Source: an optimization exercise on an open RTL-to-GDS flow (aim: small area and a short achievable clock period). Production flows keep margins and buffers that such runs may drop.
In this exercise RTL edits were held to simulation tests only and were not proved equivalent to the original.
Power figures rest on the tool's default switching activity, not on a simulated workload.

== run A ==
## dsp_mult
module dsp_mult #
(
    parameter WIDTH = 32
)
(
    input  wire                  clk,
    input  wire                  rst,
    input  wire [WIDTH-1:0]      input_a_tdata,
    input  wire                  input_a_tvalid,
    output wire                  input_a_tready,
    input  wire [WIDTH-1:0]      input_b_tdata,
    input  wire                  input_b_tvalid,
    output wire                  input_b_tready,
    input  wire [WIDTH-1:0]      input_c_tdata,
    input  wire                  input_c_tvalid,
    output wire                  input_c_tready,
    output wire [(WIDTH*2)-1:0]  output_tdata,
    output reg                   output_tvalid,
    input  wire                  output_tready
);
For scale: roughly 2700 cells after synthesis, ~380 flip-flops.
==> flow/config.mk <==
export PLATFORM = sky130hd
export DESIGN_NAME = dsp_mult
export DESIGN_NICKNAME = dsp_mult
export VERILOG_FILES = /design/flow/design.v
export SDC_FILE = /design/flow/constraint.sdc
export NUM_CORES = 4
export LEC_CHECK = 0
export ABC_AREA = 1
export CAP_MARGIN = 20
export CORE_MARGIN = 2
export CORE_UTILIZATION = 55
export CTS_BUF_LIST = sky130_fd_sc_hd__clkbuf_8
export SLEW_MARGIN = 20
export SYNTH_HIERARCHICAL = 1
==> flow/constraint.sdc <==
create_clock -name core_clock -period 9.5 [get_ports {clk}]
set_input_delay 1.9000 -clock core_clock [delete_from_list [all_inputs] [get_ports {clk}]]
set_output_delay 1.9000 -clock core_clock [all_outputs]
set_load 0.01 [all_outputs]
standard.sh (not shown) runs the stock make flow with config.mk's settings and CLKGATE_MAP_FILE= SYNTH_SCRIPT=/design/flow/synth_recipe.tcl, a recipe that flattens the netlist after the stock synthesis.
==> flow/flow/run.sh <==
#!/bin/bash
# The standard layout (the standard.sh, unchanged synthesis) with two changes:
#  - the port buffers that global placement inserts are plain buf_1 cells instead
#    of the delay buffers buffer_ports picks by default;
#  - timing repair aims for a setup margin of 5.5 ns (the period less 5.5 ns).
set -euo pipefail
export BUFFER_PORTS_ARGS="-buffer_cell sky130_fd_sc_hd__buf_1"
export SETUP_SLACK_MARGIN=5.5
bash standard.sh > standard.log 2>&1
--- input diff run A..run B ---
- CTS_CLUSTER_DIAMETER newly set to 50
- CORE_UTILIZATION changed from 55 to 40
- CTS_CLUSTER_SIZE newly set to 24
==> flow/flow/run.sh <==
#!/bin/bash
# The standard layout (the standard.sh, unchanged synthesis) with two changes:
#  - the port buffers that global placement inserts are plain buf_1 cells instead
#    of the delay buffers buffer_ports picks by default;
#  - timing repair aims for a setup margin of 5.4 ns (the period less 5.4 ns).
set -euo pipefail
export BUFFER_PORTS_ARGS="-buffer_cell sky130_fd_sc_hd__buf_1"
export SETUP_SLACK_MARGIN=5.4
bash standard.sh > standard.log 2>&1
[summary]
Across run B and run A, none had a timing, DRC or antenna violation.
Delta (run B minus run A): tightest hold margin now sits higher; clock-buffer cell count lost 18; worst setup timing slack at the placement stage moved up; antenna cell count picked up an extra 1; met3 usage in global routing saw a decrease.
Taking run A as the reference, in run B wire length reported by the detailed router now sits higher, non-clock buffer count now sits higher.
Run A → run B: flip-flop and latch share of the layout cell area went down 0.27 points; sequential power has remained practically unchanged; biggest fanout along the worst timing path increased 1.
Ratio of final minimum period to clock period essentially unchanged between run B and run A.
--- input diff run B..run C ---
- a change of CORE_UTILIZATION from 40 to 65
- an added TNS_END_PERCENT of 10
==> flow/flow/run.sh <==
#!/bin/bash
# The standard layout (the standard.sh, unchanged synthesis) with two changes:
#  - the port buffers that global placement inserts are plain buf_1 cells instead
#    of the delay buffers buffer_ports picks by default;
#  - timing repair aims for a setup margin of 5.5 ns (the period less 5.5 ns).
set -euo pipefail
export BUFFER_PORTS_ARGS="-buffer_cell sky130_fd_sc_hd__buf_1"
export SETUP_SLACK_MARGIN=5.5
bash standard.sh > standard.log 2>&1
### Flow results
On run C: logic gate share of total power is 2.6 points higher than what run B gave. Side by side, register share of the cell area turned out higher in run C than in run B. End-of-flow core utilization was lower in the run labelled run B. Between run C and run B, design area is higher for run B, run C comes in under that. In the metrics for run C and run B, the one carrying the higher register-to-register slack is run C. The non-clock buffer area fraction after layout on run C is in line with that on run B. Summary: first-pass GRT wire length, run C better than run B. On number of buffers inserted to repair setup after CTS: run C sits below run B. Looking at via count across both flows, run C is the weaker of the two, with run B ahead. The final reports for run C and run B show die area lower in the former. On setup slack, run C and run B are basically level.
[inputs] run D vs run C
- swapping 65 for 55 in CORE_UTILIZATION
- clearing TNS_END_PERCENT, which used to be 10
==> comparison <==
- Placed cell area was higher in run D than in run C.
- | wire length reported by the detailed router | run D vs run C | 2.8% higher |
- Run D -> run C: fmax flat
- Any difference in worst-skew pair later-pin latency between run D and run C is small enough to ignore.
#### Input delta (run E over run D)
- CORE_UTILIZATION: 55 -> 40
### Flow results
Re combinational fraction of design power: run E is 2.0 points down on run D. Taking run D as the reference point, the horizontal extent of the die of run E rises by about 17%. Run E vs run D, final area went up by about 2.6%.
[inputs] run F vs run E
- changing CORE_UTILIZATION from 40 to 65
- Of run F and run E, it is run F that has the lower placed instance count.
- Re final period demand of the worst path: run E was lower than run F.
- Sort run E and run F by number of antenna violations at the first check in global routing, descending, and run E comes first.
- On clock group power, run F does better than run E.

[re-timing with driven ports]
The results above use ideal ports. As a check the final layouts listed here were re-extracted and re-timed, cells and wires unchanged. Step 1 (the two cells are an assumption about what drives the block):
set clk [get_ports {clk}]
set_driving_cell -lib_cell sky130_fd_sc_hd__clkbuf_16 $clk
set_driving_cell -lib_cell sky130_fd_sc_hd__buf_2 [delete_from_list [all_inputs] $clk]
Step 2 adds t to the input delays and takes it off the output delays; t is the mean of the earliest and latest rising clock arrival at the registers after step 1. Input paths then give back, and output paths get back, about the clock's delay inside the block. Three values: no drivers, after step 1, after step 2; two values: the first two.
| run | t (ns) | setup slack, ns | clock arrival spread, ns |
|---|---|---|---|
| run A | 0.744 | 5.388 / 5.349 / 5.349 | 0.038 / 0.039 |
| run B | 0.749 | 5.390 / 5.347 / 5.347 | 0.069 / 0.068 |
| run C | 0.707 | 5.391 / 5.342 / 5.342 | 0.046 / 0.046 |
| run D | 0.689 | 5.386 / 5.341 / 5.341 | 0.068 / 0.068 |
| run E | 0.746 | 5.390 / 5.347 / 5.347 | 0.072 / 0.072 |
| run F | 0.708 | 5.378 / 5.337 / 5.337 | 0.042 / 0.043 |
After both steps setup and hold are still met in every run listed. For run C, which loses most, drivers alone change the setup slack by -0.049 ns; drivers and shift together by -0.049 ns.
